Context: an optimization exercise on an open-source flow, tuned for small area, a short achievable clock period and few clock cycles per item. The choices shown serve that exercise and are no tape-out recipe.
Only simulation tests tie the RTL to the original design; equivalence was not proved.
Power figures rest on the tool's default switching activity, not on a simulated workload.

==> flow/design.v <==
module DES_ECB (Clk, Reset, Start, X, KEY, OUT, RDY);
   parameter	 dummy = 1;
   input	 Clk;
   input	 Reset;
   input	 Start;
   input [63:0]	 X, KEY;
   output [63:0] OUT;
   output	 RDY;
   reg [5:0]	 i;
   reg [47:0]	 ikey;
   reg [63:0]	 temp;
   reg [63:0]	 OUT;
   assign RDY = (i==16);
   always @(posedge Clk)
      begin
	 if (Reset)
	    i = 16;
	 else if (Start)
	    begin
	       i = 0;
 	       temp = IP(X);
	    end
	 else if (i != 16)
	    begin
	       ikey = gen_key (KEY,i);
	       temp = DES_ECB_KERN(temp, ikey);
	       i = i + 1;
	    end
	 OUT = IIP({temp[31:0],temp[63:32]});
      end
   function [63:0] IP;
      input [63:0] X;
      reg [31:0]   L, R;
   begin
      L = {X[64-58], X[64-50], X[64-42], X[64-34],
	   X[64-26], X[64-18], X[64-10], X[64-2],
	   X[64-60], X[64-52], X[64-44], X[64-36],
	   X[64-28], X[64-20], X[64-12], X[64-4],
	   X[64-62], X[64-54], X[64-46], X[64-38],
	   X[64-30], X[64-22], X[64-14], X[64-6],
	   X[64-64], X[64-56], X[64-48], X[64-40],
	   X[64-32], X[64-24], X[64-16], X[64-8]};
      R = {X[64-57], X[64-49], X[64-41], X[64-33],
	   X[64-25], X[64-17], X[64-9], X[64-1],
	   X[64-59], X[64-51], X[64-43], X[64-35],
	   X[64-27], X[64-19], X[64-11], X[64-3],
	   X[64-61], X[64-53], X[64-45], X[64-37],
	   X[64-29], X[64-21], X[64-13], X[64-5],
	   X[64-63], X[64-55], X[64-47], X[64-39],
	   X[64-31], X[64-23], X[64-15], X[64-7]};
      IP = {L,R};
   end
   endfunction
   function [63:0] IIP;
      input [63:0] LR;
   begin
      IIP = { LR[64-40],LR[64-8],LR[64-48],LR[64-16],LR[64-56],LR[64-24],LR[64-64],LR[64-32],
	      LR[64-39],LR[64-7],LR[64-47],LR[64-15],LR[64-55],LR[64-23],LR[64-63],LR[64-31],
	      LR[64-38],LR[64-6],LR[64-46],LR[64-14],LR[64-54],LR[64-22],LR[64-62],LR[64-30],
	      LR[64-37],LR[64-5],LR[64-45],LR[64-13],LR[64-53],LR[64-21],LR[64-61],LR[64-29],
	      LR[64-36],LR[64-4],LR[64-44],LR[64-12],LR[64-52],LR[64-20],LR[64-60],LR[64-28],
	      LR[64-35],LR[64-3],LR[64-43],LR[64-11],LR[64-51],LR[64-19],LR[64-59],LR[64-27],
	      LR[64-34],LR[64-2],LR[64-42],LR[64-10],LR[64-50],LR[64-18],LR[64-58],LR[64-26],
	      LR[64-33],LR[64-1],LR[64-41],LR[64-9],LR[64-49],LR[64-17],LR[64-57],LR[64-25] };
   end
   endfunction
   function [63:0] DES_ECB_KERN;
      input [63:0] LR;
      input [47:0] KEY;
      reg [31:0]   L, Li, R, Ri;
      reg [47:0]   e, tau;
      reg [3:0]	   so1, so2, so3, so4, so5, so6, so7, so8;
      reg [31:0]   tp, t;
   begin
      L = LR [63:32];
      R = LR [31:0];
      e = {   R[32-32],R[32-1], R[32-2], R[32-3], R[32-4], R[32-5],
	      R[32-4], R[32-5], R[32-6], R[32-7], R[32-8], R[32-9],
	      R[32-8], R[32-9], R[32-10],R[32-11],R[32-12],R[32-13],
	      R[32-12],R[32-13],R[32-14],R[32-15],R[32-16],R[32-17],
	      R[32-16],R[32-17],R[32-18],R[32-19],R[32-20],R[32-21],
	      R[32-20],R[32-21],R[32-22],R[32-23],R[32-24],R[32-25],
	      R[32-24],R[32-25],R[32-26],R[32-27],R[32-28],R[32-29],
	      R[32-28],R[32-29],R[32-30],R[32-31],R[32-32],R[32-1] };
      tau = e ^ KEY;
      so1 = S1(tau[47:42]);
      so2 = S2(tau[41:36]);
      so3 = S3(tau[35:30]);
      so4 = S4(tau[29:24]);
      so5 = S5(tau[23:18]);
      so6 = S6(tau[17:12]);
      so7 = S7(tau[11:6]);
      so8 = S8(tau[5:0]);
      t = {so1, so2, so3, so4, so5, so6, so7, so8};
      tp = PermP(t);
      Ri = L ^ tp;
      Li = R;
      DES_ECB_KERN = {Li,Ri};
   end
   endfunction
   function [47:0] gen_key;
      input [63:0] KEY;
      input [3:0]  SEQ;
   begin
      case (SEQ)
	0: gen_key = {KEY[64-10], KEY[64-51], KEY[64-34], KEY[64-60], 
		      KEY[64-49], KEY[64-17], KEY[64-33], KEY[64-57], 
		      KEY[64-2], KEY[64-9], KEY[64-19], KEY[64-42],
		      KEY[64-3], KEY[64-35], KEY[64-26], KEY[64-25], 
		      KEY[64-44], KEY[64-58], KEY[64-59], KEY[64-1], 
		      KEY[64-36], KEY[64-27], KEY[64-18], KEY[64-41],
		      KEY[64-22], KEY[64-28], KEY[64-39], KEY[64-54], 
		      KEY[64-37], KEY[64-4], KEY[64-47], KEY[64-30], 
		      KEY[64-5], KEY[64-53], KEY[64-23], KEY[64-29],
		      KEY[64-61], KEY[64-21], KEY[64-38], KEY[64-63], 
		      KEY[64-15], KEY[64-20], KEY[64-45], KEY[64-14], 
		      KEY[64-13], KEY[64-62], KEY[64-55], KEY[64-31]};
	1: gen_key = {KEY[64-2], KEY[64-43], KEY[64-26], KEY[64-52], 
		      KEY[64-41], KEY[64-9], KEY[64-25], KEY[64-49], 
		      KEY[64-59], KEY[64-1], KEY[64-11], KEY[64-34],
		      KEY[64-60], KEY[64-27], KEY[64-18], KEY[64-17],
		      KEY[64-36], KEY[64-50], KEY[64-51], KEY[64-58], 
		      KEY[64-57], KEY[64-19], KEY[64-10], KEY[64-33],
		      KEY[64-14], KEY[64-20], KEY[64-31], KEY[64-46],
		      KEY[64-29], KEY[64-63], KEY[64-39], KEY[64-22], 
		      KEY[64-28], KEY[64-45], KEY[64-15], KEY[64-21],
		      KEY[64-53], KEY[64-13], KEY[64-30], KEY[64-55],
		      KEY[64-7], KEY[64-12], KEY[64-37], KEY[64-6], 
		      KEY[64-5], KEY[64-54], KEY[64-47], KEY[64-23]};
	2: gen_key = {KEY[64-51], KEY[64-27], KEY[64-10], KEY[64-36], 
		      KEY[64-25], KEY[64-58], KEY[64-9], KEY[64-33], 
		      KEY[64-43], KEY[64-50], KEY[64-60], KEY[64-18],
		      KEY[64-44], KEY[64-11], KEY[64-2], KEY[64-1],
		      KEY[64-49], KEY[64-34], KEY[64-35], KEY[64-42], 
		      KEY[64-41], KEY[64-3], KEY[64-59], KEY[64-17],
		      KEY[64-61], KEY[64-4], KEY[64-15], KEY[64-30],
		      KEY[64-13], KEY[64-47], KEY[64-23], KEY[64-6], 
		      KEY[64-12], KEY[64-29], KEY[64-62], KEY[64-5],
		      KEY[64-37], KEY[64-28], KEY[64-14], KEY[64-39],
		      KEY[64-54], KEY[64-63], KEY[64-21], KEY[64-53], 
		      KEY[64-20], KEY[64-38], KEY[64-31], KEY[64-7]};
	3: gen_key = {KEY[64-35], KEY[64-11], KEY[64-59], KEY[64-49], 
		      KEY[64-9], KEY[64-42], KEY[64-58], KEY[64-17], 
		      KEY[64-27], KEY[64-34], KEY[64-44], KEY[64-2],
		      KEY[64-57], KEY[64-60], KEY[64-51], KEY[64-50],
		      KEY[64-33], KEY[64-18], KEY[64-19], KEY[64-26], 
		      KEY[64-25], KEY[64-52], KEY[64-43], KEY[64-1],
		      KEY[64-45], KEY[64-55], KEY[64-62], KEY[64-14],
		      KEY[64-28], KEY[64-31], KEY[64-7], KEY[64-53], 
		      KEY[64-63], KEY[64-13], KEY[64-46], KEY[64-20],
		      KEY[64-21], KEY[64-12], KEY[64-61], KEY[64-23],
		      KEY[64-38], KEY[64-47], KEY[64-5], KEY[64-37], 
		      KEY[64-4], KEY[64-22], KEY[64-15], KEY[64-54]};
	4: gen_key = {KEY[64-19], KEY[64-60], KEY[64-43], KEY[64-33], 
		      KEY[64-58], KEY[64-26], KEY[64-42], KEY[64-1], 
		      KEY[64-11], KEY[64-18], KEY[64-57], KEY[64-51],
		      KEY[64-41], KEY[64-44], KEY[64-35], KEY[64-34],
		      KEY[64-17], KEY[64-2], KEY[64-3], KEY[64-10], 
		      KEY[64-9], KEY[64-36], KEY[64-27], KEY[64-50],
		      KEY[64-29], KEY[64-39], KEY[64-46], KEY[64-61],
		      KEY[64-12], KEY[64-15], KEY[64-54], KEY[64-37], 
		      KEY[64-47], KEY[64-28], KEY[64-30], KEY[64-4],
		      KEY[64-5], KEY[64-63], KEY[64-45], KEY[64-7],
		      KEY[64-22], KEY[64-31], KEY[64-20], KEY[64-21], 
		      KEY[64-55], KEY[64-6], KEY[64-62], KEY[64-38]};
	5: gen_key = {KEY[64-3], KEY[64-44], KEY[64-27], KEY[64-17], 
		      KEY[64-42], KEY[64-10], KEY[64-26], KEY[64-50], 
		      KEY[64-60], KEY[64-2], KEY[64-41], KEY[64-35],
		      KEY[64-25], KEY[64-57], KEY[64-19], KEY[64-18],
		      KEY[64-1], KEY[64-51], KEY[64-52], KEY[64-59], 
		      KEY[64-58], KEY[64-49], KEY[64-11], KEY[64-34],
		      KEY[64-13], KEY[64-23], KEY[64-30], KEY[64-45],
		      KEY[64-63], KEY[64-62], KEY[64-38], KEY[64-21], 
		      KEY[64-31], KEY[64-12], KEY[64-14], KEY[64-55],
		      KEY[64-20], KEY[64-47], KEY[64-29], KEY[64-54],
		      KEY[64-6], KEY[64-15], KEY[64-4], KEY[64-5], 
		      KEY[64-39], KEY[64-53], KEY[64-46], KEY[64-22]};
	6: gen_key = {KEY[64-52], KEY[64-57], KEY[64-11], KEY[64-1], 
		      KEY[64-26], KEY[64-59], KEY[64-10], KEY[64-34], 
		      KEY[64-44], KEY[64-51], KEY[64-25], KEY[64-19],
		      KEY[64-9], KEY[64-41], KEY[64-3], KEY[64-2],
		      KEY[64-50], KEY[64-35], KEY[64-36], KEY[64-43], 
		      KEY[64-42], KEY[64-33], KEY[64-60], KEY[64-18],
		      KEY[64-28], KEY[64-7], KEY[64-14], KEY[64-29],
		      KEY[64-47], KEY[64-46], KEY[64-22], KEY[64-5], 
		      KEY[64-15], KEY[64-63], KEY[64-61], KEY[64-39],
		      KEY[64-4], KEY[64-31], KEY[64-13], KEY[64-38],
		      KEY[64-53], KEY[64-62], KEY[64-55], KEY[64-20], 
		      KEY[64-23], KEY[64-37], KEY[64-30], KEY[64-6]};
	7: gen_key = {KEY[64-36], KEY[64-41], KEY[64-60], KEY[64-50], 
		      KEY[64-10], KEY[64-43], KEY[64-59], KEY[64-18], 
		      KEY[64-57], KEY[64-35], KEY[64-9], KEY[64-3],
		      KEY[64-58], KEY[64-25], KEY[64-52], KEY[64-51],
		      KEY[64-34], KEY[64-19], KEY[64-49], KEY[64-27], 
		      KEY[64-26], KEY[64-17], KEY[64-44], KEY[64-2],
		      KEY[64-12], KEY[64-54], KEY[64-61], KEY[64-13],
		      KEY[64-31], KEY[64-30], KEY[64-6], KEY[64-20], 
		      KEY[64-62], KEY[64-47], KEY[64-45], KEY[64-23],
		      KEY[64-55], KEY[64-15], KEY[64-28], KEY[64-22],
		      KEY[64-37], KEY[64-46], KEY[64-39], KEY[64-4], 
		      KEY[64-7], KEY[64-21], KEY[64-14], KEY[64-53]};
	8: gen_key = {KEY[64-57], KEY[64-33], KEY[64-52], KEY[64-42], 
		      KEY[64-2], KEY[64-35], KEY[64-51], KEY[64-10], 
		      KEY[64-49], KEY[64-27], KEY[64-1], KEY[64-60],
		      KEY[64-50], KEY[64-17], KEY[64-44], KEY[64-43],
		      KEY[64-26], KEY[64-11], KEY[64-41], KEY[64-19], 
		      KEY[64-18], KEY[64-9], KEY[64-36], KEY[64-59],
		      KEY[64-4], KEY[64-46], KEY[64-53], KEY[64-5],
		      KEY[64-23], KEY[64-22], KEY[64-61], KEY[64-12], 
		      KEY[64-54], KEY[64-39], KEY[64-37], KEY[64-15],
		      KEY[64-47], KEY[64-7], KEY[64-20], KEY[64-14],
		      KEY[64-29], KEY[64-38], KEY[64-31], KEY[64-63], 
		      KEY[64-62], KEY[64-13], KEY[64-6], KEY[64-45]};
	9: gen_key = {KEY[64-41], KEY[64-17], KEY[64-36], KEY[64-26], 
		      KEY[64-51], KEY[64-19], KEY[64-35], KEY[64-59], 
		      KEY[64-33], KEY[64-11], KEY[64-50], KEY[64-44],
		      KEY[64-34], KEY[64-1], KEY[64-57], KEY[64-27],
		      KEY[64-10], KEY[64-60], KEY[64-25], KEY[64-3], 
		      KEY[64-2], KEY[64-58], KEY[64-49], KEY[64-43],
		      KEY[64-55], KEY[64-30], KEY[64-37], KEY[64-20],
		      KEY[64-7], KEY[64-6], KEY[64-45], KEY[64-63], 
		      KEY[64-38], KEY[64-23], KEY[64-21], KEY[64-62],
		      KEY[64-31], KEY[64-54], KEY[64-4], KEY[64-61],
		      KEY[64-13], KEY[64-22], KEY[64-15], KEY[64-47], 
		      KEY[64-46], KEY[64-28], KEY[64-53], KEY[64-29]};
	10: gen_key = {KEY[64-25], KEY[64-1], KEY[64-49], KEY[64-10], 
		       KEY[64-35], KEY[64-3], KEY[64-19], KEY[64-43], 
		       KEY[64-17], KEY[64-60], KEY[64-34], KEY[64-57],
		       KEY[64-18], KEY[64-50], KEY[64-41], KEY[64-11],
		       KEY[64-59], KEY[64-44], KEY[64-9], KEY[64-52], 
		       KEY[64-51], KEY[64-42], KEY[64-33], KEY[64-27],
		       KEY[64-39], KEY[64-14], KEY[64-21], KEY[64-4],
		       KEY[64-54], KEY[64-53], KEY[64-29], KEY[64-47], 
		       KEY[64-22], KEY[64-7], KEY[64-5], KEY[64-46],
		       KEY[64-15], KEY[64-38], KEY[64-55], KEY[64-45],
		       KEY[64-28], KEY[64-6], KEY[64-62], KEY[64-31], 
		       KEY[64-30], KEY[64-12], KEY[64-37], KEY[64-13]};
	11: gen_key = {KEY[64-9], KEY[64-50], KEY[64-33], KEY[64-59], 
		       KEY[64-19], KEY[64-52], KEY[64-3], KEY[64-27], 
		       KEY[64-1], KEY[64-44], KEY[64-18], KEY[64-41],
		       KEY[64-2], KEY[64-34], KEY[64-25], KEY[64-60],
		       KEY[64-43], KEY[64-57], KEY[64-58], KEY[64-36], 
		       KEY[64-35], KEY[64-26], KEY[64-17], KEY[64-11],
		       KEY[64-23], KEY[64-61], KEY[64-5], KEY[64-55],
		       KEY[64-38], KEY[64-37], KEY[64-13], KEY[64-31], 
		       KEY[64-6], KEY[64-54], KEY[64-20], KEY[64-30],
		       KEY[64-62], KEY[64-22], KEY[64-39], KEY[64-29],
		       KEY[64-12], KEY[64-53], KEY[64-46], KEY[64-15], 
		       KEY[64-14], KEY[64-63], KEY[64-21], KEY[64-28]};
	12: gen_key = {KEY[64-58], KEY[64-34], KEY[64-17], KEY[64-43], 
		       KEY[64-3], KEY[64-36], KEY[64-52], KEY[64-11], 
		       KEY[64-50], KEY[64-57], KEY[64-2], KEY[64-25],
		       KEY[64-51], KEY[64-18], KEY[64-9], KEY[64-44],
		       KEY[64-27], KEY[64-41], KEY[64-42], KEY[64-49], 
		       KEY[64-19], KEY[64-10], KEY[64-1], KEY[64-60],
		       KEY[64-7], KEY[64-45], KEY[64-20], KEY[64-39],
		       KEY[64-22], KEY[64-21], KEY[64-28], KEY[64-15], 
		       KEY[64-53], KEY[64-38], KEY[64-4], KEY[64-14],
		       KEY[64-46], KEY[64-6], KEY[64-23], KEY[64-13],
		       KEY[64-63], KEY[64-37], KEY[64-30], KEY[64-62], 
		       KEY[64-61], KEY[64-47], KEY[64-5], KEY[64-12]};
	13: gen_key = {KEY[64-42], KEY[64-18], KEY[64-1], KEY[64-27], 
		       KEY[64-52], KEY[64-49], KEY[64-36], KEY[64-60], 
		       KEY[64-34], KEY[64-41], KEY[64-51], KEY[64-9],
		       KEY[64-35], KEY[64-2], KEY[64-58], KEY[64-57],
		       KEY[64-11], KEY[64-25], KEY[64-26], KEY[64-33], 
		       KEY[64-3], KEY[64-59], KEY[64-50], KEY[64-44],
		       KEY[64-54], KEY[64-29], KEY[64-4], KEY[64-23],
		       KEY[64-6], KEY[64-5], KEY[64-12], KEY[64-62], 
		       KEY[64-37], KEY[64-22], KEY[64-55], KEY[64-61],
		       KEY[64-30], KEY[64-53], KEY[64-7], KEY[64-28],
		       KEY[64-47], KEY[64-21], KEY[64-14], KEY[64-46], 
		       KEY[64-45], KEY[64-31], KEY[64-20], KEY[64-63]};
	14: gen_key = {KEY[64-26], KEY[64-2], KEY[64-50], KEY[64-11], 
		       KEY[64-36], KEY[64-33], KEY[64-49], KEY[64-44], 
		       KEY[64-18], KEY[64-25], KEY[64-35], KEY[64-58],
		       KEY[64-19], KEY[64-51], KEY[64-42], KEY[64-41],
		       KEY[64-60], KEY[64-9], KEY[64-10], KEY[64-17], 
		       KEY[64-52], KEY[64-43], KEY[64-34], KEY[64-57],
		       KEY[64-38], KEY[64-13], KEY[64-55], KEY[64-7],
		       KEY[64-53], KEY[64-20], KEY[64-63], KEY[64-46], 
		       KEY[64-21], KEY[64-6], KEY[64-39], KEY[64-45],
		       KEY[64-14], KEY[64-37], KEY[64-54], KEY[64-12],
		       KEY[64-31], KEY[64-5], KEY[64-61], KEY[64-30], 
		       KEY[64-29], KEY[64-15], KEY[64-4], KEY[64-47]};
	15: gen_key = {KEY[64-18], KEY[64-59], KEY[64-42], KEY[64-3], 
		       KEY[64-57], KEY[64-25], KEY[64-41], KEY[64-36], 
		       KEY[64-10], KEY[64-17], KEY[64-27], KEY[64-50],
		       KEY[64-11], KEY[64-43], KEY[64-34], KEY[64-33],
		       KEY[64-52], KEY[64-1], KEY[64-2], KEY[64-9], 
		       KEY[64-44], KEY[64-35], KEY[64-26], KEY[64-49],
		       KEY[64-30], KEY[64-5], KEY[64-47], KEY[64-62],
		       KEY[64-45], KEY[64-12], KEY[64-55], KEY[64-38], 
		       KEY[64-13], KEY[64-61], KEY[64-31], KEY[64-37],
		       KEY[64-6], KEY[64-29], KEY[64-46], KEY[64-4],
		       KEY[64-23], KEY[64-28], KEY[64-53], KEY[64-22], 
		       KEY[64-21], KEY[64-7], KEY[64-63], KEY[64-39]};
      endcase
   end
   endfunction
   function [31:0] PermP;
      input [31:0] IN;
   PermP= { IN[32-16], IN[32-7],  IN[32-20], IN[32-21], 
	    IN[32-29], IN[32-12], IN[32-28], IN[32-17],
	    IN[32-1],  IN[32-15], IN[32-23], IN[32-26], 
	    IN[32-5],  IN[32-18], IN[32-31], IN[32-10],
	    IN[32-2],  IN[32-8],  IN[32-24], IN[32-14], 
	    IN[32-32], IN[32-27], IN[32-3],  IN[32-9],
	    IN[32-19], IN[32-13], IN[32-30], IN[32-6],  
	    IN[32-22], IN[32-11], IN[32-4],  IN[32-25]
	    };
   endfunction
   function [3:0] S1;
      input [5:0] A;
      reg [3:0]	  OUT;
   begin
      case ({A[5], A[0], A[4], A[3], A[2], A[1]})
	6'd0:	OUT = 4'd14;
	6'd1:	OUT = 4'd4;
	6'd2:	OUT = 4'd13;
	6'd3:	OUT = 4'd1;
	6'd4:	OUT = 4'd2;
	6'd5:	OUT = 4'd15;
	6'd6:	OUT = 4'd11;
	6'd7:	OUT = 4'd8;
	6'd8:	OUT = 4'd3;
	6'd9:	OUT = 4'd10;
	6'd10:	OUT = 4'd6;
	6'd11:	OUT = 4'd12;
	6'd12:	OUT = 4'd5;
	6'd13:	OUT = 4'd9;
	6'd14:	OUT = 4'd0;
	6'd15:	OUT = 4'd7;
	6'd16:	OUT = 4'd0;
	6'd17:	OUT = 4'd15;
	6'd18:	OUT = 4'd7;
	6'd19:	OUT = 4'd4;
	6'd20:	OUT = 4'd14;
	6'd21:	OUT = 4'd2;
	6'd22:	OUT = 4'd13;
	6'd23:	OUT = 4'd1;
	6'd24:	OUT = 4'd10;
	6'd25:	OUT = 4'd6;
	6'd26:	OUT = 4'd12;
	6'd27:	OUT = 4'd11;
	6'd28:	OUT = 4'd9;
	6'd29:	OUT = 4'd5;
	6'd30:	OUT = 4'd3;
	6'd31:	OUT = 4'd8;
	6'd32:	OUT = 4'd4;
	6'd33:	OUT = 4'd1;
	6'd34:	OUT = 4'd14;
	6'd35:	OUT = 4'd8;
	6'd36:	OUT = 4'd13;
	6'd37:	OUT = 4'd6;
	6'd38:	OUT = 4'd2;
	6'd39:	OUT = 4'd11;
	6'd40:	OUT = 4'd15;
	6'd41:	OUT = 4'd12;
	6'd42:	OUT = 4'd9;
	6'd43:	OUT = 4'd7;
	6'd44:	OUT = 4'd3;
	6'd45:	OUT = 4'd10;
	6'd46:	OUT = 4'd5;
	6'd47:	OUT = 4'd0;
	6'd48:	OUT = 4'd15;
	6'd49:	OUT = 4'd12;
	6'd50:	OUT = 4'd8;
	6'd51:	OUT = 4'd2;
	6'd52:	OUT = 4'd4;
	6'd53:	OUT = 4'd9;
	6'd54:	OUT = 4'd1;
	6'd55:	OUT = 4'd7;
	6'd56:	OUT = 4'd5;
	6'd57:	OUT = 4'd11;
	6'd58:	OUT = 4'd3;
	6'd59:	OUT = 4'd14;
	6'd60:	OUT = 4'd10;
	6'd61:	OUT = 4'd0;
	6'd62:	OUT = 4'd6;
	6'd63:	OUT = 4'd13;
      endcase
      S1 = OUT;
   end
endfunction
function [3:0] S2;
   input [5:0] A;
   reg [3:0] OUT;
   begin
      case ({A[5], A[0], A[4], A[3], A[2], A[1]})
	6'd0:	OUT = 4'd15;
	6'd1:	OUT = 4'd1;
	6'd2:	OUT = 4'd8;
	6'd3:	OUT = 4'd14;
	6'd4:	OUT = 4'd6;
	6'd5:	OUT = 4'd11;
	6'd6:	OUT = 4'd3;
	6'd7:	OUT = 4'd4;
	6'd8:	OUT = 4'd9;
	6'd9:	OUT = 4'd7;
	6'd10:	OUT = 4'd2;
	6'd11:	OUT = 4'd13;
	6'd12:	OUT = 4'd12;
	6'd13:	OUT = 4'd0;
	6'd14:	OUT = 4'd5;
	6'd15:	OUT = 4'd10;
	6'd16:	OUT = 4'd3;
	6'd17:	OUT = 4'd13;
	6'd18:	OUT = 4'd4;
	6'd19:	OUT = 4'd7;
	6'd20:	OUT = 4'd15;
	6'd21:	OUT = 4'd2;
	6'd22:	OUT = 4'd8;
	6'd23:	OUT = 4'd14;
	6'd24:	OUT = 4'd12;
	6'd25:	OUT = 4'd0;
	6'd26:	OUT = 4'd1;
	6'd27:	OUT = 4'd10;
	6'd28:	OUT = 4'd6;
	6'd29:	OUT = 4'd9;
	6'd30:	OUT = 4'd11;
	6'd31:	OUT = 4'd5;
	6'd32:	OUT = 4'd0;
	6'd33:	OUT = 4'd14;
	6'd34:	OUT = 4'd7;
	6'd35:	OUT = 4'd11;
	6'd36:	OUT = 4'd10;
	6'd37:	OUT = 4'd4;
	6'd38:	OUT = 4'd13;
	6'd39:	OUT = 4'd1;
	6'd40:	OUT = 4'd5;
	6'd41:	OUT = 4'd8;
	6'd42:	OUT = 4'd12;
	6'd43:	OUT = 4'd6;
	6'd44:	OUT = 4'd9;
	6'd45:	OUT = 4'd3;
	6'd46:	OUT = 4'd2;
	6'd47:	OUT = 4'd15;
	6'd48:	OUT = 4'd13;
	6'd49:	OUT = 4'd8;
	6'd50:	OUT = 4'd10;
	6'd51:	OUT = 4'd1;
	6'd52:	OUT = 4'd3;
	6'd53:	OUT = 4'd15;
	6'd54:	OUT = 4'd4;
	6'd55:	OUT = 4'd2;
	6'd56:	OUT = 4'd11;
	6'd57:	OUT = 4'd6;
	6'd58:	OUT = 4'd7;
	6'd59:	OUT = 4'd12;
	6'd60:	OUT = 4'd0;
	6'd61:	OUT = 4'd5;
	6'd62:	OUT = 4'd14;
	6'd63:	OUT = 4'd9;
      endcase
      S2 = OUT;
   end
   endfunction
   function [3:0] S3;
      input [5:0] A;
      reg [3:0]	  OUT;
   begin
      case ({A[5], A[0], A[4], A[3], A[2], A[1]})
	6'd0:	OUT = 4'd10;
	6'd1:	OUT = 4'd0;
	6'd2:	OUT = 4'd9;
	6'd3:	OUT = 4'd14;
	6'd4:	OUT = 4'd6;
	6'd5:	OUT = 4'd3;
	6'd6:	OUT = 4'd15;
	6'd7:	OUT = 4'd5;
	6'd8:	OUT = 4'd1;
	6'd9:	OUT = 4'd13;
	6'd10:	OUT = 4'd12;
	6'd11:	OUT = 4'd7;
	6'd12:	OUT = 4'd11;
	6'd13:	OUT = 4'd4;
	6'd14:	OUT = 4'd2;
	6'd15:	OUT = 4'd8;
	6'd16:	OUT = 4'd13;
	6'd17:	OUT = 4'd7;
	6'd18:	OUT = 4'd0;
	6'd19:	OUT = 4'd9;
	6'd20:	OUT = 4'd3;
	6'd21:	OUT = 4'd4;
	6'd22:	OUT = 4'd6;
	6'd23:	OUT = 4'd10;
	6'd24:	OUT = 4'd2;
	6'd25:	OUT = 4'd8;
	6'd26:	OUT = 4'd5;
	6'd27:	OUT = 4'd14;
	6'd28:	OUT = 4'd12;
	6'd29:	OUT = 4'd11;
	6'd30:	OUT = 4'd15;
	6'd31:	OUT = 4'd1;
	6'd32:	OUT = 4'd13;
	6'd33:	OUT = 4'd6;
	6'd34:	OUT = 4'd4;
	6'd35:	OUT = 4'd9;
	6'd36:	OUT = 4'd8;
	6'd37:	OUT = 4'd15;
	6'd38:	OUT = 4'd3;
	6'd39:	OUT = 4'd0;
	6'd40:	OUT = 4'd11;
	6'd41:	OUT = 4'd1;
	6'd42:	OUT = 4'd2;
	6'd43:	OUT = 4'd12;
	6'd44:	OUT = 4'd5;
	6'd45:	OUT = 4'd10;
	6'd46:	OUT = 4'd14;
	6'd47:	OUT = 4'd7;
	6'd48:	OUT = 4'd1;
	6'd49:	OUT = 4'd10;
	6'd50:	OUT = 4'd13;
	6'd51:	OUT = 4'd0;
	6'd52:	OUT = 4'd6;
	6'd53:	OUT = 4'd9;
	6'd54:	OUT = 4'd8;
	6'd55:	OUT = 4'd7;
	6'd56:	OUT = 4'd4;
	6'd57:	OUT = 4'd15;
	6'd58:	OUT = 4'd14;
	6'd59:	OUT = 4'd3;
	6'd60:	OUT = 4'd11;
	6'd61:	OUT = 4'd5;
	6'd62:	OUT = 4'd2;
	6'd63:	OUT = 4'd12;
      endcase
      S3 = OUT;
   end
   endfunction
   function [3:0] S4;
      input [5:0] A;
      reg [3:0]	  OUT;
   begin
      case ({A[5], A[0], A[4], A[3], A[2], A[1]})
	6'd0:	OUT = 4'd7;
	6'd1:	OUT = 4'd13;
	6'd2:	OUT = 4'd14;
	6'd3:	OUT = 4'd3;
	6'd4:	OUT = 4'd0;
	6'd5:	OUT = 4'd6;
	6'd6:	OUT = 4'd9;
	6'd7:	OUT = 4'd10;
	6'd8:	OUT = 4'd1;
	6'd9:	OUT = 4'd2;
	6'd10:	OUT = 4'd8;
	6'd11:	OUT = 4'd5;
	6'd12:	OUT = 4'd11;
	6'd13:	OUT = 4'd12;
	6'd14:	OUT = 4'd4;
	6'd15:	OUT = 4'd15;
	6'd16:	OUT = 4'd13;
	6'd17:	OUT = 4'd8;
	6'd18:	OUT = 4'd11;
	6'd19:	OUT = 4'd5;
	6'd20:	OUT = 4'd6;
	6'd21:	OUT = 4'd15;
	6'd22:	OUT = 4'd0;
	6'd23:	OUT = 4'd3;
	6'd24:	OUT = 4'd4;
	6'd25:	OUT = 4'd7;
	6'd26:	OUT = 4'd2;
	6'd27:	OUT = 4'd12;
	6'd28:	OUT = 4'd1;
	6'd29:	OUT = 4'd10;
	6'd30:	OUT = 4'd14;
	6'd31:	OUT = 4'd9;
	6'd32:	OUT = 4'd10;
	6'd33:	OUT = 4'd6;
	6'd34:	OUT = 4'd9;
	6'd35:	OUT = 4'd0;
	6'd36:	OUT = 4'd12;
	6'd37:	OUT = 4'd11;
	6'd38:	OUT = 4'd7;
	6'd39:	OUT = 4'd13;
	6'd40:	OUT = 4'd15;
	6'd41:	OUT = 4'd1;
	6'd42:	OUT = 4'd3;
	6'd43:	OUT = 4'd14;
	6'd44:	OUT = 4'd5;
	6'd45:	OUT = 4'd2;
	6'd46:	OUT = 4'd8;
	6'd47:	OUT = 4'd4;
	6'd48:	OUT = 4'd3;
	6'd49:	OUT = 4'd15;
	6'd50:	OUT = 4'd0;
	6'd51:	OUT = 4'd6;
	6'd52:	OUT = 4'd10;
	6'd53:	OUT = 4'd1;
	6'd54:	OUT = 4'd13;
	6'd55:	OUT = 4'd8;
	6'd56:	OUT = 4'd9;
	6'd57:	OUT = 4'd4;
	6'd58:	OUT = 4'd5;
	6'd59:	OUT = 4'd11;
	6'd60:	OUT = 4'd12;
	6'd61:	OUT = 4'd7;
	6'd62:	OUT = 4'd2;
	6'd63:	OUT = 4'd14;
      endcase
      S4 = OUT;
   end
   endfunction
   function [3:0] S5;
      input [5:0] A;
      reg [3:0]	  OUT;
   begin
      case ({A[5], A[0], A[4], A[3], A[2], A[1]})
	6'd0:	OUT = 4'd2;
	6'd1:	OUT = 4'd12;
	6'd2:	OUT = 4'd4;
	6'd3:	OUT = 4'd1;
	6'd4:	OUT = 4'd7;
	6'd5:	OUT = 4'd10;
	6'd6:	OUT = 4'd11;
	6'd7:	OUT = 4'd6;
	6'd8:	OUT = 4'd8;
	6'd9:	OUT = 4'd5;
	6'd10:	OUT = 4'd3;
	6'd11:	OUT = 4'd15;
	6'd12:	OUT = 4'd13;
	6'd13:	OUT = 4'd0;
	6'd14:	OUT = 4'd14;
	6'd15:	OUT = 4'd9;
	6'd16:	OUT = 4'd14;
	6'd17:	OUT = 4'd11;
	6'd18:	OUT = 4'd2;
	6'd19:	OUT = 4'd12;
	6'd20:	OUT = 4'd4;
	6'd21:	OUT = 4'd7;
	6'd22:	OUT = 4'd13;
	6'd23:	OUT = 4'd1;
	6'd24:	OUT = 4'd5;
	6'd25:	OUT = 4'd0;
	6'd26:	OUT = 4'd15;
	6'd27:	OUT = 4'd10;
	6'd28:	OUT = 4'd3;
	6'd29:	OUT = 4'd9;
	6'd30:	OUT = 4'd8;
	6'd31:	OUT = 4'd6;
	6'd32:	OUT = 4'd4;
	6'd33:	OUT = 4'd2;
	6'd34:	OUT = 4'd1;
	6'd35:	OUT = 4'd11;
	6'd36:	OUT = 4'd10;
	6'd37:	OUT = 4'd13;
	6'd38:	OUT = 4'd7;
	6'd39:	OUT = 4'd8;
	6'd40:	OUT = 4'd15;
	6'd41:	OUT = 4'd9;
	6'd42:	OUT = 4'd12;
	6'd43:	OUT = 4'd5;
	6'd44:	OUT = 4'd6;
	6'd45:	OUT = 4'd3;
	6'd46:	OUT = 4'd0;
	6'd47:	OUT = 4'd14;
	6'd48:	OUT = 4'd11;
	6'd49:	OUT = 4'd8;
	6'd50:	OUT = 4'd12;
	6'd51:	OUT = 4'd7;
	6'd52:	OUT = 4'd1;
	6'd53:	OUT = 4'd14;
	6'd54:	OUT = 4'd2;
	6'd55:	OUT = 4'd13;
	6'd56:	OUT = 4'd6;
	6'd57:	OUT = 4'd15;
	6'd58:	OUT = 4'd0;
	6'd59:	OUT = 4'd9;
	6'd60:	OUT = 4'd10;
	6'd61:	OUT = 4'd4;
	6'd62:	OUT = 4'd5;
	6'd63:	OUT = 4'd3;
      endcase
      S5 = OUT;
   end
   endfunction
   function [3:0] S6;
      input [5:0] A;
      reg [3:0]	  OUT;
   begin
      case ({A[5], A[0], A[4], A[3], A[2], A[1]})
	6'd0:	OUT = 4'd12;
	6'd1:	OUT = 4'd1;
	6'd2:	OUT = 4'd10;
	6'd3:	OUT = 4'd15;
	6'd4:	OUT = 4'd9;
	6'd5:	OUT = 4'd2;
	6'd6:	OUT = 4'd6;
	6'd7:	OUT = 4'd8;
	6'd8:	OUT = 4'd0;
	6'd9:	OUT = 4'd13;
	6'd10:	OUT = 4'd3;
	6'd11:	OUT = 4'd4;
	6'd12:	OUT = 4'd14;
	6'd13:	OUT = 4'd7;
	6'd14:	OUT = 4'd5;
	6'd15:	OUT = 4'd11;
	6'd16:	OUT = 4'd10;
	6'd17:	OUT = 4'd15;
	6'd18:	OUT = 4'd4;
	6'd19:	OUT = 4'd2;
	6'd20:	OUT = 4'd7;
	6'd21:	OUT = 4'd12;
	6'd22:	OUT = 4'd9;
	6'd23:	OUT = 4'd5;
	6'd24:	OUT = 4'd6;
	6'd25:	OUT = 4'd1;
	6'd26:	OUT = 4'd13;
	6'd27:	OUT = 4'd14;
	6'd28:	OUT = 4'd0;
	6'd29:	OUT = 4'd11;
	6'd30:	OUT = 4'd3;
	6'd31:	OUT = 4'd8;
	6'd32:	OUT = 4'd9;
	6'd33:	OUT = 4'd14;
	6'd34:	OUT = 4'd15;
	6'd35:	OUT = 4'd5;
	6'd36:	OUT = 4'd2;
	6'd37:	OUT = 4'd8;
	6'd38:	OUT = 4'd12;
	6'd39:	OUT = 4'd3;
	6'd40:	OUT = 4'd7;
	6'd41:	OUT = 4'd0;
	6'd42:	OUT = 4'd4;
	6'd43:	OUT = 4'd10;
	6'd44:	OUT = 4'd1;
	6'd45:	OUT = 4'd13;
	6'd46:	OUT = 4'd11;
	6'd47:	OUT = 4'd6;
	6'd48:	OUT = 4'd4;
	6'd49:	OUT = 4'd3;
	6'd50:	OUT = 4'd2;
	6'd51:	OUT = 4'd12;
	6'd52:	OUT = 4'd9;
	6'd53:	OUT = 4'd5;
	6'd54:	OUT = 4'd15;
	6'd55:	OUT = 4'd10;
	6'd56:	OUT = 4'd11;
	6'd57:	OUT = 4'd14;
	6'd58:	OUT = 4'd1;
	6'd59:	OUT = 4'd7;
	6'd60:	OUT = 4'd6;
	6'd61:	OUT = 4'd0;
	6'd62:	OUT = 4'd8;
	6'd63:	OUT = 4'd13;
      endcase
      S6 = OUT;
   end
   endfunction
   function [3:0] S7;
      input [5:0] A;
      reg [3:0]	  OUT;
   begin
      case ({A[5], A[0], A[4], A[3], A[2], A[1]})
	6'd0:	OUT = 4'd4;
	6'd1:	OUT = 4'd11;
	6'd2:	OUT = 4'd2;
	6'd3:	OUT = 4'd14;
	6'd4:	OUT = 4'd15;
	6'd5:	OUT = 4'd0;
	6'd6:	OUT = 4'd8;
	6'd7:	OUT = 4'd13;
	6'd8:	OUT = 4'd3;
	6'd9:	OUT = 4'd12;
	6'd10:	OUT = 4'd9;
	6'd11:	OUT = 4'd7;
	6'd12:	OUT = 4'd5;
	6'd13:	OUT = 4'd10;
	6'd14:	OUT = 4'd6;
	6'd15:	OUT = 4'd1;
	6'd16:	OUT = 4'd13;
	6'd17:	OUT = 4'd0;
	6'd18:	OUT = 4'd11;
	6'd19:	OUT = 4'd7;
	6'd20:	OUT = 4'd4;
	6'd21:	OUT = 4'd9;
	6'd22:	OUT = 4'd1;
	6'd23:	OUT = 4'd10;
	6'd24:	OUT = 4'd14;
	6'd25:	OUT = 4'd3;
	6'd26:	OUT = 4'd5;
	6'd27:	OUT = 4'd12;
	6'd28:	OUT = 4'd2;
	6'd29:	OUT = 4'd15;
	6'd30:	OUT = 4'd8;
	6'd31:	OUT = 4'd6;
	6'd32:	OUT = 4'd1;
	6'd33:	OUT = 4'd4;
	6'd34:	OUT = 4'd11;
	6'd35:	OUT = 4'd13;
	6'd36:	OUT = 4'd12;
	6'd37:	OUT = 4'd3;
	6'd38:	OUT = 4'd7;
	6'd39:	OUT = 4'd14;
	6'd40:	OUT = 4'd10;
	6'd41:	OUT = 4'd15;
	6'd42:	OUT = 4'd6;
	6'd43:	OUT = 4'd8;
	6'd44:	OUT = 4'd0;
	6'd45:	OUT = 4'd5;
	6'd46:	OUT = 4'd9;
	6'd47:	OUT = 4'd2;
	6'd48:	OUT = 4'd6;
	6'd49:	OUT = 4'd11;
	6'd50:	OUT = 4'd13;
	6'd51:	OUT = 4'd8;
	6'd52:	OUT = 4'd1;
	6'd53:	OUT = 4'd4;
	6'd54:	OUT = 4'd10;
	6'd55:	OUT = 4'd7;
	6'd56:	OUT = 4'd9;
	6'd57:	OUT = 4'd5;
	6'd58:	OUT = 4'd0;
	6'd59:	OUT = 4'd15;
	6'd60:	OUT = 4'd14;
	6'd61:	OUT = 4'd2;
	6'd62:	OUT = 4'd3;
	6'd63:	OUT = 4'd12;
      endcase
      S7 = OUT;
   end
   endfunction
   function [3:0] S8;
      input [5:0] A;
      reg [3:0]	  OUT;
   begin
      case ({A[5], A[0], A[4], A[3], A[2], A[1]})
	6'd0:	OUT = 4'd13;
	6'd1:	OUT = 4'd2;
	6'd2:	OUT = 4'd8;
	6'd3:	OUT = 4'd4;
	6'd4:	OUT = 4'd6;
	6'd5:	OUT = 4'd15;
	6'd6:	OUT = 4'd11;
	6'd7:	OUT = 4'd1;
	6'd8:	OUT = 4'd10;
	6'd9:	OUT = 4'd9;
	6'd10:	OUT = 4'd3;
	6'd11:	OUT = 4'd14;
	6'd12:	OUT = 4'd5;
	6'd13:	OUT = 4'd0;
	6'd14:	OUT = 4'd12;
	6'd15:	OUT = 4'd7;
	6'd16:	OUT = 4'd1;
	6'd17:	OUT = 4'd15;
	6'd18:	OUT = 4'd13;
	6'd19:	OUT = 4'd8;
	6'd20:	OUT = 4'd10;
	6'd21:	OUT = 4'd3;
	6'd22:	OUT = 4'd7;
	6'd23:	OUT = 4'd4;
	6'd24:	OUT = 4'd12;
	6'd25:	OUT = 4'd5;
	6'd26:	OUT = 4'd6;
	6'd27:	OUT = 4'd11;
	6'd28:	OUT = 4'd0;
	6'd29:	OUT = 4'd14;
	6'd30:	OUT = 4'd9;
	6'd31:	OUT = 4'd2;
	6'd32:	OUT = 4'd7;
	6'd33:	OUT = 4'd11;
	6'd34:	OUT = 4'd4;
	6'd35:	OUT = 4'd1;
	6'd36:	OUT = 4'd9;
	6'd37:	OUT = 4'd12;
	6'd38:	OUT = 4'd14;
	6'd39:	OUT = 4'd2;
	6'd40:	OUT = 4'd0;
	6'd41:	OUT = 4'd6;
	6'd42:	OUT = 4'd10;
	6'd43:	OUT = 4'd13;
	6'd44:	OUT = 4'd15;
	6'd45:	OUT = 4'd3;
	6'd46:	OUT = 4'd5;
	6'd47:	OUT = 4'd8;
	6'd48:	OUT = 4'd2;
	6'd49:	OUT = 4'd1;
	6'd50:	OUT = 4'd14;
	6'd51:	OUT = 4'd7;
	6'd52:	OUT = 4'd4;
	6'd53:	OUT = 4'd10;
	6'd54:	OUT = 4'd8;
	6'd55:	OUT = 4'd13;
	6'd56:	OUT = 4'd15;
	6'd57:	OUT = 4'd12;
	6'd58:	OUT = 4'd9;
	6'd59:	OUT = 4'd0;
	6'd60:	OUT = 4'd3;
	6'd61:	OUT = 4'd5;
	6'd62:	OUT = 4'd6;
	6'd63:	OUT = 4'd11;
      endcase
      S8 = OUT;
   end
   endfunction
endmodule
==> flow/run.sh <==
#!/bin/bash
# synth_recipe.tcl (not shown) runs the flow's synth.tcl, then flattens the netlist and writes it again
# the make line also repeats each setting of config.mk as NAME=value (left out here)
make -C /OpenROAD-flow-scripts/flow DESIGN_CONFIG=/design/flow/config.mk WORK_HOME=/design/flow/orfs CLKGATE_MAP_FILE= SYNTH_SCRIPT=/design/flow/synth_recipe.tcl finish
==> flow/config.mk <==
export PLATFORM = sky130hd
export DESIGN_NAME = DES_ECB
export DESIGN_NICKNAME = DES_ECB
export VERILOG_FILES = /design/flow/design.v
export SDC_FILE = /design/flow/constraint.sdc
export NUM_CORES = 4
export LEC_CHECK = 0
export CAP_MARGIN = 20
export CORE_MARGIN = 2
export CORE_UTILIZATION = 40
export SLEW_MARGIN = 20
==> flow/constraint.sdc <==
create_clock -name core_clock -period 6.0 [get_ports {Clk}]
set_input_delay 1.2000 -clock core_clock [delete_from_list [all_inputs] [get_ports {Clk}]]
set_output_delay 1.2000 -clock core_clock [all_outputs]
set_load 0.01 [all_outputs]
==> impl_metrics.csv <==
group,metric,value,unit
route,detailroute.via_count,19300,
pwr,irDropWorstVdd,0.163,mV
global_routing,globalRouteOverflowTotal,0,
place,post-dp-hpwl,51.1,mm
route,average_wire_per_standard_cell,26.2,um
logic_synthesis,main_combinational_cell_family_by_area_after_synthesis,"compound AO/OA/AOI/OAI gates",
layout,finish.cell_count_without_fillers,2738,
cts,clock_latency,0.35,ns
cts,numCtsBuffers,9,
setup_path,cp-start-kind,"input pin",
global_routing,number_of_global_route_vias_before_repair,17600,
logic_synthesis,syn_inst,2123,
timing,post-route-period-util,89.5,%
timing,grt_setup_unrepaired,"false",
global_routing,grt_first_pass_wirelength,109,mm
floorplan,core_area,0.0385,mm^2
logic_synthesis,synth_compound_gate_area_share,38.6,%
logic_synthesis,number_of_enable_flip_flop_cells_after_synthesis,64,
timing,timing.final.crit_period,5.37,ns
setup_path,rr_worst_depth,18,
route,dr.first_iter.drc_count,3041,
logic_synthesis,post_synth_xor_area_fraction,4.63,%
route,drc,0,
job,maxCapViolCount,0,
floorplan,effective_utilization_at_floorplan,40.3,%
logic_synthesis,synthSimpleGateAreaFrac,20.9,%
logic_synthesis,postSynthNetCount,2320,
cts,tritoncts,"done",
setup_path,path_max_fanout,12,
logic_synthesis,post_synth_instance_area,0.0155,mm^2
worst_hold_path,hold_path.class,"reg2reg",
layout,final_layout_size_suffix_gt1_share,11.0,%
route,postRouteAntennaNets,0,
layout,syn_to_final_growth,18.3,%
timing,tns,0,ns
logic_synthesis,yosys-top-cells-count,"nand2_1 (253), clkbuf_1 (134), a21oi_1 (131)",
floorplan,die_w,201,um
place,gpl.final_weighted_congestion,1.00,
setup_path,critPathRequiredTime,6.09,ns
cts,cts_hold_buffers,0,
route,route.final.wire_length,71.8,mm
setup_path,timing.critical_path.to_type,"flip-flop",
cts,worst_setup_hold_path_clk_slew,0.06,ns
timing,tightestPinTransition,1.15,ns
pwr,total_power,3.68,mW
logic_synthesis,synth_cell_type_count,91,
cts,cts.sink_count,70,
logic_synthesis,sequential_fraction_of_the_synthesis_area,13.2,%
timing,setup-violations-final,0,
setup_path,crit_arrival,5.46,ns
place,dpl_worst_slack,0.355,ns
logic_synthesis,postSynth.topFlopCell,"edfxtp_1",
timing,number_of_hold_slack_violations_in_the_final_timing_report,0,
global_routing,grt_util_all_layers,34.2,%
layout,final_cell_area,0.0183,mm^2
route,via_per_inst,7.03,
cts,htree_num_levels,3,
cts,clockRootBuffer,"clkbuf_16",
timing,clock_skew,0.0150,ns
layout,layout.filler_cells,3853,
logic_synthesis,register_bit_total_from_synthesis,70,
floorplan,io_pins,196,
cts,post_cts_buffers,0,
timing,max_slew_margin,23.2,%
setup_path,setup.worst_path.class,"in2reg",
worst_hold_path,hold-path-cell-count,2,
global_routing,maximum_number_of_pins_on_one_net_before_global_route_repair,126,
place,port-buffer-count,187,
cts,ctsLongestPathBuffers,2,
logic_synthesis,synth-async-reset-ratio,0,%
logic_synthesis,syn_avg_cell_area,7.30,um^2
cts,cts_resized,0,
logic_synthesis,synth_top_area_share,12.4,%
global_routing,initial_antenna_violation_count,0,
logic_synthesis,synthDominantAreaCellType,"edfxtp_1",
timing,report.final.slew_viol_count,0,
status,outcome,"finished clean",
logic_synthesis,synth.area.top_cells,"edfxtp_1 (12%), nand2_1 (6.1%), mux2i_1 (5.9%)",
logic_synthesis,synth.yosys.warnings,1,
logic_synthesis,synth_fa_ha_area_share,5.33,%
floorplan,die_area,0.0403,mm^2
place,dp_area,0.0180,mm^2
floorplan,floorplan.die.height,201,um
setup_path,setup.reg_to_reg.worst_slack,0.63,ns
logic_synthesis,synth.mux.area_fraction,8.57,%
route,first_pass_iters,8,
pwr,power_leakage,6.42,nW
floorplan,std_cell_rows,72,
timing,clock.fmax,186,MHz
place,post_placement_cell_count,2722,
layout,number_of_nets_in_the_layout,2412,
timing,postLayoutSetupSlackWorst,0.631,ns
logic_synthesis,synth_most_common_cell,"nand2_1",
pwr,p_per_area,201,mW/mm^2
==> layout make-up <==
type,count,area (um^2),share of cell area [%]
inverter,51,191,1.04
antenna,1,2.50,0.0137
timing repair buffer,331,2990,16.3
tap,518,648,3.54
multi-input combinational,1752,12200,66.3
clock buffer,10,229,1.25
sequential,70,2050,11.2
clock inverter,5,60.1,0.328
==> state kept, by name, indices dropped and copies added, names as in the netlist <==
register / count
OUT: 1
temp: 63
i: 6
==> per-layer routing <==
layer	track usage (%)	vias to the layer above	wire, um	part of all wire, %
li1	-	8482	-	-
met1	49.1	9146	29900	42
met2	49.5	1405	29600	41
met3	8.57	222	9520	13
met4	11.9	0	2740	3.8
met5	0	-	0	0
==> worst max-delay path, cell delays in order <==
cell	delay [ns]
clkdlybuf4s50_1	0.84
a221oi_1	0.18
or4bb_1	0.53
a41oi_1	0.26
a211o_1	0.19
inv_1	0.08
ha_1	0.40
nand2b_1	0.11
o311ai_0	0.35
nor3_1	0.17
nand2b_1	0.17
o2111a_1	0.15
nor4_2	0.40
buf_4	0.20
xor2_1	0.15
o21ai_1	0.07
==> worst paths after layout <==
kind                start  endpoint
setup / recovery  KEY[30]   temp[4]
hold reg to reg      i[5]      i[5]
hold / removal       i[5]      i[5]
setup reg to reg     i[0]   temp[4]
==> kinds of logic after synthesis <==
logic type	after synthesis
flops	70
buf+inv	301
mux	117
fa+ha+maj	66
simple gates	674
xor+xnor	75
compound gates	820
==> stage by stage <==
step | hold slack, ns | util (%)
after global placement | 0.543 | 46.9
after CTS | 0.560 | 47.6
after detailed placement | 0.542 | 46.9
after global routing | 0.597 | 47.6
after floorplan | 0.521 | -
final | 0.561 | 47.6
==> power breakdown <==
group,leakage (nW),internal [mW],switching [mW],total [mW]
logic,5.61,1.00,1.46,2.46
registers,0.673,0.590,0.0885,0.679
clock network,0.139,0.321,0.226,0.547
total,6.42,1.91,1.77,3.68
==> layout by cell type (no fill, tap or decap), types with 44 or more instances in the layout <==
master           instances
clkdlybuf4s50_1        186
nand2_1                252
xnor2_1                 47
nand3_1                 80
inv_1                   44
edfxtp_1                64
ha_1                    62
nor3_1                  68
o21ai_0                105
a21oi_1                131
buf_4                  142
nor2_1                 106
a22oi_1                 90
mux2i_1                 91
Testbench counts, summed over its fixed seeds: cycles 8,704, items 512.

re-timing with driven ports:
The results above use ideal ports. As a check the final layout listed here was re-extracted and re-timed, cells and wires unchanged. Step 1, drivers: a clkbuf_16 drives Clk and a buf_2 each remaining input, both assumed. Step 2 times the ports against the registers' clock, not the clock port: input delays grow and output delays shrink by t, the midpoint of the rising clock arrivals with the driver on. Slacks: no drivers / after step 1 / after step 2; pairs: no drivers / after step 1.
shift t [ns]: 0.386
setup WS [ns]: 0.631 / 0.632 / 0.250
pins driven straight from the clock port: 1
After both steps this run still meets setup and hold. The setup slack of this run moves by +0.001 ns with the drivers and by -0.381 ns with both steps.
